This is an optimization exercise on Yosys and OpenROAD, whose aim is a short achievable clock period and few clock cycles, not a production implementation. Function was checked by simulation only, so behaviour that the tests miss may differ from the original. Power and IR drop assume default switching activity.

==> tundra <==
## my_cpu
module my_cpu(input clk,reset,
output[5:0] address,
output memWr,
output[7:0] writedata,
input [7:0] readdata,IN,
output [7:0] OUT,
output halted
);
Settings: LEC_CHECK=0, CAP_MARGIN=20, CORE_MARGIN=2, CORE_UTILIZATION=40, SETUP_SLACK_MARGIN=3.0, SLEW_MARGIN=20, SYNTH_HIERARCHICAL=1; clock period 5.0 ns.
run.sh (not shown) runs the stock make flow with config.mk's settings and CLKGATE_MAP_FILE= SYNTH_SCRIPT=/design/flow/synth_recipe.tcl, a recipe that flattens the netlist after the stock synthesis.
==> inputs of harbor, as changes to tundra <==
--- a/flow/design.v
+++ b/flow/design.v
@@ -175,16 +175,15 @@
 module inc8(input [7:0] x, output [7:0] y);
 wire [7:1] c;
 andpre8 uc (x, c);
 xor8 ux (x, {c, 1'b1}, y);
 endmodule
-module amux_late(input clr, input [7:0] early, input [6:0] sel,
-input [7:0] v0, v1, v2, v3, v4, v5, v6, output [7:0] y);
+module amux_late(input clr, input [7:0] early, input [5:0] sel,
+input [7:0] v0, v1, v2, v3, v4, v5, output [7:0] y);
 assign y = {8{!clr}} & (early | ({8{sel[0]}} & v0) | ({8{sel[1]}} & v1) |
                                 ({8{sel[2]}} & v2) | ({8{sel[3]}} & v3) |
-                                ({8{sel[4]}} & v4) | ({8{sel[5]}} & v5) |
-                                ({8{sel[6]}} & v6));
+                                ({8{sel[4]}} & v4) | ({8{sel[5]}} & v5));
 endmodule
 module shifter(a,sel,out);
 	input [7:0] a;
 	input [1:0] sel;
 	output reg [7:0] out;
@@ -658,14 +657,10 @@
 reg [7:0]    e_tgt [0:NE-1];
 reg [5:0]    e_tm1 [0:NE-1];     
 reg [2:0]    e_c3 [0:NE-1];      
 reg [NE-1:0] e_ptr;              
 reg [NE-1:0] e_pd;               
-reg [NE-1:0] e_sk;               
-reg [NE-1:0] e_uf;               
-reg [5:0]    e_nxp [0:NE-1];     
-reg [5:0]    e_alp [0:NE-1];     
 reg [NE-1:0] hvp;                
 assign address = addr_o;
 assign memWr = wr;
 assign writedata = WD;
 assign OUT = OUTr;
@@ -698,38 +693,39 @@
 add8n usub (~A, B, r_subn);
 inc8 uinc (A, r_inc);
 inc8 udec (~A, r_decn);
 inc8 ubinc (B, r_binc);
 inc8 ubdec (~B, r_bdecn);
-wire [6:0] l_sel = {ldv, x_bdec, x_binc, x_dec, x_inc, x_sub, x_add};
-wire [9:0] a_sel = {hold,
-                    x_opnd, x_in, x_rot, x_shr, x_shl,
-                    x_not, x_or, x_and, x_b};
-wire [10*8-1:0] a_val = {A,
+wire [5:0] l_sel4 = {x_bdec, x_binc, x_dec, x_inc, x_sub, x_add};
+wire [10:0] a_sel = {hold, ldv,
+                     x_opnd, x_in, x_rot, x_shr, x_shl,
+                     x_not, x_or, x_and, x_b};
+wire [11*8-1:0] a_val = {A, d,
                          opnd, INr, {A[0], A[7:1]}, {1'b0, A[7:1]}, {A[6:0], 1'b0},
                          ~A, A | B, A & B, B};
 wire [7:0] a_early, w_early, a_next, wd_next;
-aomux #(10, 8) amx (a_sel, a_val, a_early);
-aomux #(10, 8) wmx (a_sel, a_val, w_early);
-amux_late aml (reset, a_early, l_sel, r_add, ~r_subn, r_inc, ~r_decn, r_binc, ~r_bdecn, d, a_next);
-amux_late wml (reset, w_early, l_sel, r_add, ~r_subn, r_inc, ~r_decn, r_binc, ~r_bdecn, d, wd_next);
-wire [9:0] n7_val;
-generate for (gi = 0; gi < 10; gi = gi + 1) begin : nv
+aomux #(11, 8) amx (a_sel, a_val, a_early);
+aomux #(11, 8) wmx (a_sel, a_val, w_early);
+amux_late aml (reset, a_early, l_sel4, r_add, ~r_subn, r_inc, ~r_decn, r_binc, ~r_bdecn, a_next);
+amux_late wml (reset, w_early, l_sel4, r_add, ~r_subn, r_inc, ~r_decn, r_binc, ~r_bdecn, wd_next);
+wire [10:0] n7_val;
+generate for (gi = 0; gi < 11; gi = gi + 1) begin : nv
 	assign n7_val[gi] = a_val[gi*8 + 7];
 end endgenerate
 wire n_early, nf_pre;
-aomux #(10, 1) nmx7 (a_sel, n7_val, n_early);
-aomux #(8, 1) nml ({l_sel, 1'b1}, {d[7], ~r_bdecn[7], r_binc[7], ~r_decn[7], r_inc[7], ~r_subn[7], r_add[7], n_early}, nf_pre);
+aomux #(11, 1) nmx7 (a_sel, n7_val, n_early);
+aomux #(7, 1) nml ({l_sel4, 1'b1}, {~r_bdecn[7], r_binc[7], ~r_decn[7], r_inc[7], ~r_subn[7], r_add[7], n_early}, nf_pre);
 wire nf_next = !reset & nf_pre;
 wire z_add;
 addz8 uzadd (A, B, 1'b0, z_add);
-wire [9:0] z_val = {zf,
-                    opnd == 8'd0, INr == 8'd0, zf, A[7:1] == 7'd0, A[6:0] == 7'd0,
-                    A == 8'hff, (A | B) == 8'd0, (A & B) == 8'd0, B == 8'd0};
-wire z_early, zf_pre;
-aomux #(10, 1) zmx (a_sel, z_val, z_early);
-aomux #(8, 1) zml ({l_sel, 1'b1}, {d == 8'd0, B == 8'd1, B == 8'hff, A == 8'd1, A == 8'hff, A == B, z_add, z_early}, zf_pre);
+wire [16:0] z_val = {B == 8'd1, B == 8'hff, zf, d == 8'd0,
+                     opnd == 8'd0, INr == 8'd0, zf, A[7:1] == 7'd0, A[6:0] == 7'd0,
+                     A == 8'hff, (A | B) == 8'd0, (A & B) == 8'd0, B == 8'd0,
+                     A == 8'd1, A == 8'hff, A == B, z_add};
+wire [16:0] z_sel = {x_bdec, x_binc, a_sel, x_dec, x_inc, x_sub, x_add};
+wire zf_pre;
+aomux #(17, 1) zmx (z_sel, z_val, zf_pre);
 wire zf_next = reset | zf_pre;
 wire op_lda = hiv[1];
 wire op_sta = hiv[2];
 wire op_ldm = hiv[3];
 wire op_stm = hiv[4];
@@ -758,19 +754,19 @@
 inc6b uap2 (addr, a_p2);
 wire [NE-1:0] e_usef, e_relk, e_pbk, e_takek, e_ldik, e_memk, e_ldmk, e_stmk, e_pak, e_pik;
 wire [NE*5-1:0] e_bck;
 wire [NE*3-1:0] e_mqk;
 wire [NE-1:0] e_mqk_any;    
-wire [NE*6-1:0] e_nxk, e_altk;
+wire [NE*6-1:0] e_nx1, e_nx0, e_altk;
 wire [NE*8-1:0] e_tgtk;
 generate for (gi = 0; gi < NE; gi = gi + 1) begin : look
 	wire br = e_br[gi];
-	wire sk = e_sk[gi];
+	wire sk = e_kind[gi][0] | e_kind[gi][6] | e_kind[gi][7];    
 	wire pred = e_pd[gi];
 	wire take = pred;
 	wire [5:0] fall = e_fall[gi];
-	assign e_usef[gi] = e_uf[gi];    
+	assign e_usef[gi] = sk | (br & !take);
 	assign e_relk[gi] = e_kind[gi][4];
 	assign e_pbk[gi] = e_kind[gi][5];
 	assign e_pak[gi] = e_kind[gi][6];
 	assign e_pik[gi] = e_kind[gi][6] & e_tgt[gi][0];
 	assign e_bck[gi*5 +: 5] = e_bc[gi];
@@ -779,12 +775,13 @@
 	assign e_mqk_any[gi] = br;
 	assign e_ldik[gi] = e_kind[gi][0];
 	assign e_ldmk[gi] = e_kind[gi][1];
 	assign e_stmk[gi] = e_kind[gi][2];
 	assign e_memk[gi] = e_kind[gi][1] | e_kind[gi][2];
-	assign e_nxk[gi*6 +: 6] = e_nxp[gi];
-	assign e_altk[gi*6 +: 6] = e_alp[gi];
+	assign e_nx1[gi*6 +: 6] = sk ? fall : e_tgt[gi][5:0];
+	assign e_nx0[gi*6 +: 6] = (sk | br) ? fall : e_tgt[gi][5:0];
+	assign e_altk[gi*6 +: 6] = take ? fall : e_tgt[gi][5:0];
 	assign e_tgtk[gi*8 +: 8] = e_tgt[gi];
 end endgenerate
 wire hit = |hv;
 wire h_ldi = |(hv & e_ldik);
 wire h_ldm = |(hv & e_ldmk);
@@ -800,12 +797,14 @@
 wire [7:0] ht;
 aomux #(NE, 8) htm (hv, e_tgtk, ht);
 wire [2:0] h_mq;
 aomux #(NE, 3) hmq (hv, e_mqk, h_mq);
 wire o_ret = k_ldi | (k_abs & !bcond);
-wire [5:0] h_nx;
-aomux #(NE, 6) hnx (hv, e_nxk, h_nx);
+wire [5:0] h_nx1, h_nx0;
+aomux #(NE, 6) hn1 (hv, e_nx1, h_nx1);
+aomux #(NE, 6) hn0 (hv, e_nx0, h_nx0);
+wire h_take = |(hv & e_takek);
 wire [15*6-1:0] a_rel;
 generate for (gi = 1; gi < 16; gi = gi + 1) begin : rel
 	wire [7:0] sum;
 	if (gi < 8)
 		add8 ur ({2'b00, addr}, 8'd1 + gi, 1'b0, sum);
@@ -815,18 +814,19 @@
 end endgenerate
 wire [5:0] rt_sel;
 aomux #(15, 6) rmx (x_lov, rtc, rt_sel);
 wire [5:0] redir = brel ? rt_sel : alt;
 wire go = !reset & !misp;      
-wire [4:0] n_sel = {misp & !reset, (m_d | (m_o & o_ret)) & go, m_o & !o_ret & go,
-                    mf & !hit & go, mf & hit & go};
-wire [5*6-1:0] n_val = {redir, ret, d[5:0], a_p1, h_nx};
+wire [5:0] n_sel = {misp & !reset, (m_d | (m_o & o_ret)) & go, m_o & !o_ret & go,
+                    mf & !hit & go, mf & hit & h_take & go, mf & hit & !h_take & go};
+wire [6*6-1:0] n_val = {redir, ret, d[5:0], a_p1, h_nx1, h_nx0};
 wire [5:0] addr_next, addr_o_next;
-aomux #(5, 6) nmx (n_sel, n_val, addr_next);
-aomux #(5, 6) nmxo (n_sel, n_val, addr_o_next);
+aomux #(6, 6) nmx (n_sel, n_val, addr_next);
+aomux #(6, 6) nmxo (n_sel, n_val, addr_o_next);
+wire [NE-1:0] l_sel = hv;
 wire [5:0] alt_next;
-aomux #(NE, 6) lmx (hv, e_altk, alt_next);
+aomux #(NE, 6) lmx (l_sel, e_altk, alt_next);
 wire [8*8-1:0] b_val;
 generate for (gi = 0; gi < 8; gi = gi + 1) begin : bv
 	assign b_val[gi*8 +: 8] = (x_stv[gi]) ? WD : R[gi];
 end endgenerate
 wire [7:0] b_next;
@@ -839,11 +839,10 @@
 wire [5:0] f_fall = m_o ? ret : rfill ? rf_qa : pf_fall;
 wire [7:0] f_kind = m_o ? {4'b0000, k_abs, k_stm, k_ldm, k_ldi} : rfill ? 8'b00010000 : pf_kind;
 wire [4:0] f_bcv = m_o ? bc : rfill ? rf_bc : pf_bc;
 wire [7:0] f_tgt = m_o ? d : rfill ? {2'b00, rf_tgt} : pf_tgt;
 wire f_pd = m_o ? bcond : rfill | pf_pd;
-wire f_uf = f_kind[0] | f_kind[6] | f_kind[7] | ((f_kind[3] | f_kind[4] | f_kind[5]) & !f_pd);
 wire seq = ipc1 == addr;
 wire pb_see = fx & seq & (|x_stv) & (h_abs | h_rel);
 wire pa_see = fx & seq & x_b & (op_inc | op_dec);
 wire op_nop = hiv[0] | (hiv[14] & (lo[3] | (lo[2] & lo[1]))) | (hiv[15] & (lo[3] | lo[2] | (lo[1] & lo[0])));
 wire op_one = hiv[0] | hiv[1] | hiv[2] | (hi[3] & hi[1]) | (hiv[12] | hiv[13]) |
@@ -854,11 +853,13 @@
 	wire fs = (rfill | pfill) & e_ptr[gi];
 	wire eq_p1 = addr == e_tm1[gi];
 	wire [NE-1:0] eq_nx;
 	genvar gk;
 	for (gk = 0; gk < NE; gk = gk + 1) begin : nx
-		assign eq_nx[gk] = e_nxp[gk] == e_tag[gi];
+		wire eq_t = e_tgt[gk][5:0] == e_tag[gi];
+		wire eq_f = e_fall[gk] == e_tag[gi];
+		assign eq_nx[gk] = e_usef[gk] ? eq_f : eq_t;
 	end
 	assign hv_next[gi] = e_v[gi] & !fs & mf & go & ((!hit & eq_p1) | |(hv & eq_nx));
 end endgenerate
 always @(posedge clk) begin
 	if (reset) begin
@@ -927,19 +928,11 @@
 	rtc <= a_rel;
 	x_lov <= lov[15:1];
 	rf_tm1 <= ipcm1;
 	rf_qa <= ipc1;
 	rf_bc <= bc;
-	if (misp & !brel) begin
-		e_pd <= e_pd ^ hvp;
-		e_uf <= e_uf ^ (hvp & e_br);
-		for (i = 0; i < NE; i = i + 1)
-			if (hvp[i] & e_br[i]) begin
-				e_nxp[i] <= e_alp[i];
-				e_alp[i] <= e_nxp[i];
-			end
-	end
+	if (misp & !brel) e_pd <= e_pd ^ hvp;
 	rf_qa2 <= ret;
 	pf_tag <= ipc;
 	pf_tm1 <= ipcm1;
 	pf_fall <= h_abs ? a_p2 : a_p1;
 	pf_qa <= ipc1;
@@ -958,14 +951,10 @@
 			e_qa2[i] <= f_qa2;
 			e_kind[i] <= f_kind;
 			e_bc[i] <= f_bcv;
 			e_c3[i] <= cond3(f_bcv);
 			e_pd[i] <= f_pd;
-			e_sk[i] <= f_kind[0] | f_kind[6] | f_kind[7];
-			e_uf[i] <= f_uf;
-			e_nxp[i] <= f_uf ? f_fall : f_tgt[5:0];
-			e_alp[i] <= f_uf ? f_tgt[5:0] : f_fall;
 			e_tgt[i] <= f_tgt;
 		end
 	if (mf) begin
 		k_ldi <= op_ldi; k_ldm <= op_ldm; k_stm <= op_stm; k_abs <= op_abs;
 		bc <= f_bc;
==> inputs of maple, as changes to tundra <==
--- a/flow/design.v
+++ b/flow/design.v
@@ -182,10 +182,17 @@
 assign y = {8{!clr}} & (early | ({8{sel[0]}} & v0) | ({8{sel[1]}} & v1) |
                                 ({8{sel[2]}} & v2) | ({8{sel[3]}} & v3) |
                                 ({8{sel[4]}} & v4) | ({8{sel[5]}} & v5) |
                                 ({8{sel[6]}} & v6));
 endmodule
+module amux_late_nc(input [7:0] early, input [6:0] sel,
+input [7:0] v0, v1, v2, v3, v4, v5, v6, output [7:0] y);
+assign y = early | ({8{sel[0]}} & v0) | ({8{sel[1]}} & v1) |
+                   ({8{sel[2]}} & v2) | ({8{sel[3]}} & v3) |
+                   ({8{sel[4]}} & v4) | ({8{sel[5]}} & v5) |
+                   ({8{sel[6]}} & v6);
+endmodule
 module shifter(a,sel,out);
 	input [7:0] a;
 	input [1:0] sel;
 	output reg [7:0] out;
 	always@(*)
@@ -706,31 +713,34 @@
                     x_not, x_or, x_and, x_b};
 wire [10*8-1:0] a_val = {A,
                          opnd, INr, {A[0], A[7:1]}, {1'b0, A[7:1]}, {A[6:0], 1'b0},
                          ~A, A | B, A & B, B};
 wire [7:0] a_early, w_early, a_next, wd_next;
-aomux #(10, 8) amx (a_sel, a_val, a_early);
-aomux #(10, 8) wmx (a_sel, a_val, w_early);
-amux_late aml (reset, a_early, l_sel, r_add, ~r_subn, r_inc, ~r_decn, r_binc, ~r_bdecn, d, a_next);
-amux_late wml (reset, w_early, l_sel, r_add, ~r_subn, r_inc, ~r_decn, r_binc, ~r_bdecn, d, wd_next);
+wire nr = !reset;
+wire [9:0] a_selg = a_sel & {10{nr}};
+wire [6:0] l_selg = l_sel & {7{nr}};
+aomux #(10, 8) amx (a_selg, a_val, a_early);
+aomux #(10, 8) wmx (a_selg, a_val, w_early);
+amux_late_nc aml (a_early, l_selg, r_add, ~r_subn, r_inc, ~r_decn, r_binc, ~r_bdecn, d, a_next);
+amux_late_nc wml (w_early, l_selg, r_add, ~r_subn, r_inc, ~r_decn, r_binc, ~r_bdecn, d, wd_next);
 wire [9:0] n7_val;
 generate for (gi = 0; gi < 10; gi = gi + 1) begin : nv
 	assign n7_val[gi] = a_val[gi*8 + 7];
 end endgenerate
 wire n_early, nf_pre;
-aomux #(10, 1) nmx7 (a_sel, n7_val, n_early);
-aomux #(8, 1) nml ({l_sel, 1'b1}, {d[7], ~r_bdecn[7], r_binc[7], ~r_decn[7], r_inc[7], ~r_subn[7], r_add[7], n_early}, nf_pre);
-wire nf_next = !reset & nf_pre;
+aomux #(10, 1) nmx7 (a_selg, n7_val, n_early);
+aomux #(8, 1) nml ({l_selg, nr}, {d[7], ~r_bdecn[7], r_binc[7], ~r_decn[7], r_inc[7], ~r_subn[7], r_add[7], n_early}, nf_pre);
+wire nf_next = nf_pre;
 wire z_add;
 addz8 uzadd (A, B, 1'b0, z_add);
 wire [9:0] z_val = {zf,
                     opnd == 8'd0, INr == 8'd0, zf, A[7:1] == 7'd0, A[6:0] == 7'd0,
                     A == 8'hff, (A | B) == 8'd0, (A & B) == 8'd0, B == 8'd0};
 wire z_early, zf_pre;
-aomux #(10, 1) zmx (a_sel, z_val, z_early);
-aomux #(8, 1) zml ({l_sel, 1'b1}, {d == 8'd0, B == 8'd1, B == 8'hff, A == 8'd1, A == 8'hff, A == B, z_add, z_early}, zf_pre);
-wire zf_next = reset | zf_pre;
+aomux #(10, 1) zmx (a_selg, z_val, z_early);
+aomux #(9, 1) zml ({reset, l_selg, nr}, {1'b1, d == 8'd0, B == 8'd1, B == 8'hff, A == 8'd1, A == 8'hff, A == B, z_add, z_early}, zf_pre);
+wire zf_next = zf_pre;
 wire op_lda = hiv[1];
 wire op_sta = hiv[2];
 wire op_ldm = hiv[3];
 wire op_stm = hiv[4];
 wire op_ldi = hiv[5];
==> inputs of zinc, as changes to tundra <==
--- a/flow/design.v
+++ b/flow/design.v
@@ -660,12 +660,10 @@
 reg [2:0]    e_c3 [0:NE-1];      
 reg [NE-1:0] e_ptr;              
 reg [NE-1:0] e_pd;               
 reg [NE-1:0] e_sk;               
 reg [NE-1:0] e_uf;               
-reg [5:0]    e_nxp [0:NE-1];     
-reg [5:0]    e_alp [0:NE-1];     
 reg [NE-1:0] hvp;                
 assign address = addr_o;
 assign memWr = wr;
 assign writedata = WD;
 assign OUT = OUTr;
@@ -758,11 +756,11 @@
 inc6b uap2 (addr, a_p2);
 wire [NE-1:0] e_usef, e_relk, e_pbk, e_takek, e_ldik, e_memk, e_ldmk, e_stmk, e_pak, e_pik;
 wire [NE*5-1:0] e_bck;
 wire [NE*3-1:0] e_mqk;
 wire [NE-1:0] e_mqk_any;    
-wire [NE*6-1:0] e_nxk, e_altk;
+wire [NE*6-1:0] e_nx1, e_nx0, e_altk;
 wire [NE*8-1:0] e_tgtk;
 generate for (gi = 0; gi < NE; gi = gi + 1) begin : look
 	wire br = e_br[gi];
 	wire sk = e_sk[gi];
 	wire pred = e_pd[gi];
@@ -779,12 +777,13 @@
 	assign e_mqk_any[gi] = br;
 	assign e_ldik[gi] = e_kind[gi][0];
 	assign e_ldmk[gi] = e_kind[gi][1];
 	assign e_stmk[gi] = e_kind[gi][2];
 	assign e_memk[gi] = e_kind[gi][1] | e_kind[gi][2];
-	assign e_nxk[gi*6 +: 6] = e_nxp[gi];
-	assign e_altk[gi*6 +: 6] = e_alp[gi];
+	assign e_nx1[gi*6 +: 6] = sk ? fall : e_tgt[gi][5:0];
+	assign e_nx0[gi*6 +: 6] = (sk | br) ? fall : e_tgt[gi][5:0];
+	assign e_altk[gi*6 +: 6] = take ? fall : e_tgt[gi][5:0];
 	assign e_tgtk[gi*8 +: 8] = e_tgt[gi];
 end endgenerate
 wire hit = |hv;
 wire h_ldi = |(hv & e_ldik);
 wire h_ldm = |(hv & e_ldmk);
@@ -800,12 +799,14 @@
 wire [7:0] ht;
 aomux #(NE, 8) htm (hv, e_tgtk, ht);
 wire [2:0] h_mq;
 aomux #(NE, 3) hmq (hv, e_mqk, h_mq);
 wire o_ret = k_ldi | (k_abs & !bcond);
-wire [5:0] h_nx;
-aomux #(NE, 6) hnx (hv, e_nxk, h_nx);
+wire [5:0] h_nx1, h_nx0;
+aomux #(NE, 6) hn1 (hv, e_nx1, h_nx1);
+aomux #(NE, 6) hn0 (hv, e_nx0, h_nx0);
+wire h_take = |(hv & e_takek);
 wire [15*6-1:0] a_rel;
 generate for (gi = 1; gi < 16; gi = gi + 1) begin : rel
 	wire [7:0] sum;
 	if (gi < 8)
 		add8 ur ({2'b00, addr}, 8'd1 + gi, 1'b0, sum);
@@ -815,16 +816,16 @@
 end endgenerate
 wire [5:0] rt_sel;
 aomux #(15, 6) rmx (x_lov, rtc, rt_sel);
 wire [5:0] redir = brel ? rt_sel : alt;
 wire go = !reset & !misp;      
-wire [4:0] n_sel = {misp & !reset, (m_d | (m_o & o_ret)) & go, m_o & !o_ret & go,
-                    mf & !hit & go, mf & hit & go};
-wire [5*6-1:0] n_val = {redir, ret, d[5:0], a_p1, h_nx};
+wire [5:0] n_sel = {misp & !reset, (m_d | (m_o & o_ret)) & go, m_o & !o_ret & go,
+                    mf & !hit & go, mf & hit & h_take & go, mf & hit & !h_take & go};
+wire [6*6-1:0] n_val = {redir, ret, d[5:0], a_p1, h_nx1, h_nx0};
 wire [5:0] addr_next, addr_o_next;
-aomux #(5, 6) nmx (n_sel, n_val, addr_next);
-aomux #(5, 6) nmxo (n_sel, n_val, addr_o_next);
+aomux #(6, 6) nmx (n_sel, n_val, addr_next);
+aomux #(6, 6) nmxo (n_sel, n_val, addr_o_next);
 wire [5:0] alt_next;
 aomux #(NE, 6) lmx (hv, e_altk, alt_next);
 wire [8*8-1:0] b_val;
 generate for (gi = 0; gi < 8; gi = gi + 1) begin : bv
 	assign b_val[gi*8 +: 8] = (x_stv[gi]) ? WD : R[gi];
@@ -839,11 +840,10 @@
 wire [5:0] f_fall = m_o ? ret : rfill ? rf_qa : pf_fall;
 wire [7:0] f_kind = m_o ? {4'b0000, k_abs, k_stm, k_ldm, k_ldi} : rfill ? 8'b00010000 : pf_kind;
 wire [4:0] f_bcv = m_o ? bc : rfill ? rf_bc : pf_bc;
 wire [7:0] f_tgt = m_o ? d : rfill ? {2'b00, rf_tgt} : pf_tgt;
 wire f_pd = m_o ? bcond : rfill | pf_pd;
-wire f_uf = f_kind[0] | f_kind[6] | f_kind[7] | ((f_kind[3] | f_kind[4] | f_kind[5]) & !f_pd);
 wire seq = ipc1 == addr;
 wire pb_see = fx & seq & (|x_stv) & (h_abs | h_rel);
 wire pa_see = fx & seq & x_b & (op_inc | op_dec);
 wire op_nop = hiv[0] | (hiv[14] & (lo[3] | (lo[2] & lo[1]))) | (hiv[15] & (lo[3] | lo[2] | (lo[1] & lo[0])));
 wire op_one = hiv[0] | hiv[1] | hiv[2] | (hi[3] & hi[1]) | (hiv[12] | hiv[13]) |
@@ -854,11 +854,13 @@
 	wire fs = (rfill | pfill) & e_ptr[gi];
 	wire eq_p1 = addr == e_tm1[gi];
 	wire [NE-1:0] eq_nx;
 	genvar gk;
 	for (gk = 0; gk < NE; gk = gk + 1) begin : nx
-		assign eq_nx[gk] = e_nxp[gk] == e_tag[gi];
+		wire eq_t = e_tgt[gk][5:0] == e_tag[gi];
+		wire eq_f = e_fall[gk] == e_tag[gi];
+		assign eq_nx[gk] = e_usef[gk] ? eq_f : eq_t;
 	end
 	assign hv_next[gi] = e_v[gi] & !fs & mf & go & ((!hit & eq_p1) | |(hv & eq_nx));
 end endgenerate
 always @(posedge clk) begin
 	if (reset) begin
@@ -930,15 +932,10 @@
 	rf_qa <= ipc1;
 	rf_bc <= bc;
 	if (misp & !brel) begin
 		e_pd <= e_pd ^ hvp;
 		e_uf <= e_uf ^ (hvp & e_br);
-		for (i = 0; i < NE; i = i + 1)
-			if (hvp[i] & e_br[i]) begin
-				e_nxp[i] <= e_alp[i];
-				e_alp[i] <= e_nxp[i];
-			end
 	end
 	rf_qa2 <= ret;
 	pf_tag <= ipc;
 	pf_tm1 <= ipcm1;
 	pf_fall <= h_abs ? a_p2 : a_p1;
@@ -959,13 +956,11 @@
 			e_kind[i] <= f_kind;
 			e_bc[i] <= f_bcv;
 			e_c3[i] <= cond3(f_bcv);
 			e_pd[i] <= f_pd;
 			e_sk[i] <= f_kind[0] | f_kind[6] | f_kind[7];
-			e_uf[i] <= f_uf;
-			e_nxp[i] <= f_uf ? f_fall : f_tgt[5:0];
-			e_alp[i] <= f_uf ? f_tgt[5:0] : f_fall;
+			e_uf[i] <= f_kind[0] | f_kind[6] | f_kind[7] | ((f_kind[3] | f_kind[4] | f_kind[5]) & !f_pd);
 			e_tgt[i] <= f_tgt;
 		end
 	if (mf) begin
 		k_ldi <= op_ldi; k_ldm <= op_ldm; k_stm <= op_stm; k_abs <= op_abs;
 		bc <= f_bc;
==> summary.txt <==
| metric | maple | harbor | zinc | tundra |
|---|---|---|---|---|
| Pwr Density | 355 nW/um2 | 343 nW/um2 | 346 nW/um2 | 358 nW/um2 |
| Full die area | 80100 um2 | 80100 um2 | 80100 um2 | 79600 um2 |
| Met2 Usage GRT | 0.356 | 0.388 | 0.367 | 0.379 |
| Max-Slew Margin vs Limit | 0.490 | 0.358 | 0.284 | 0.275 |
| Outcome | complete, no violations | complete, no violations | complete, no violations | complete, no violations |
| Critical path's slowest cell | dfxtp_4 | or4_4 | nor4_1 | a41oi_1 |
| Fraction of area in clock buffers and inverters | 0.0637 | 0.0606 | 0.0598 | 0.0633 |
| Finished Layout Cells | 4107 | 4220 | 4114 | 4060 |
| Detailed Route Iter0 Violations | 2238 | 2578 | 2215 | 2312 |
| Post-synthesis average cell area | 11.2 um2 | 11.0 um2 | 11.4 um2 | 11.3 um2 |
| Core occupancy in the finished layout | 0.488 | 0.495 | 0.489 | 0.478 |
| Cts repair resizes | 351 | 390 | 316 | 331 |
| Launching instance or port of the critical path | B[1] | e_pd[0] | e_uf[3] | A[0] |
| Cell kind with the greatest summed area | multi-input gates | multi-input gates | multi-input gates | flip-flops and latches |
| CP max stage delay | 370 ps | 530 ps | 490 ps | 430 ps |
| Register cell area after layout | 15500 um2 | 14900 um2 | 15100 um2 | 15500 um2 |
| Global-route track usage on met1 | 0.294 | 0.319 | 0.314 | 0.301 |
| Comb_multi_in | 2005 | 2098 | 2018 | 1988 |
| Antenna violations before repair | 1 | 5 | 1 | 1 |
| FF-to-FF End | WD[7] | hv[2] | hv[1] | WD[5] |
| Share of the cycle needed by the critical path after routing | 0.429 | 0.502 | 0.424 | 0.449 |
| Signal buffers | 229 | 240 | 228 | 201 |
| Die outline height | 283 um | 283 um | 283 um | 282 um |
| Via count of the first global-routing pass | 22.2k | 23.4k | 22.6k | 22.4k |
Testbench counts of tundra, summed over its fixed seeds: cycles 47,734.
Testbench counts of harbor, summed over its fixed seeds: cycles 47,734.
Testbench counts of maple, summed over its fixed seeds: cycles 47,734.
Testbench counts of zinc, summed over its fixed seeds: cycles 47,734.

re-timing with driven ports:
No port has a modelled driver above. Below, the same layouts with a new extraction and two added sets of constraints. Step 1: set_driving_cell puts a clkbuf_16 on clk and a buf_2 on each other input, an assumption about the parent block. Step 2, shift: input delay + t, output delay - t, t = (earliest + latest rising clock arrival at the registers) / 2. This alone moves slack from input paths to output paths. a / b / c = ideal ports / drivers / drivers and shift; a / b = the first two.
| run | t, ns | slack for setup (ns) | latest minus earliest clock arrival (ns) | worst register clock-pin slew, ns |
|---|---|---|---|---|
| tundra | 0.659 | 2.757 / 2.757 / 2.365 | 0.025 / 0.025 | 0.06 / 0.06 |
| harbor | 0.664 | 2.491 / 2.491 / 2.202 | 0.030 / 0.030 | 0.07 / 0.07 |
| maple | 0.667 | 2.857 / 2.818 / 2.362 | 0.027 / 0.027 | 0.06 / 0.06 |
| zinc | 0.657 | 2.880 / 2.824 / 2.425 | 0.024 / 0.024 | 0.06 / 0.06 |
After both steps setup and hold are still met in every run listed. The setup slack of maple, which loses most, moves by -0.039 ns with the drivers and by -0.495 ns with both steps.
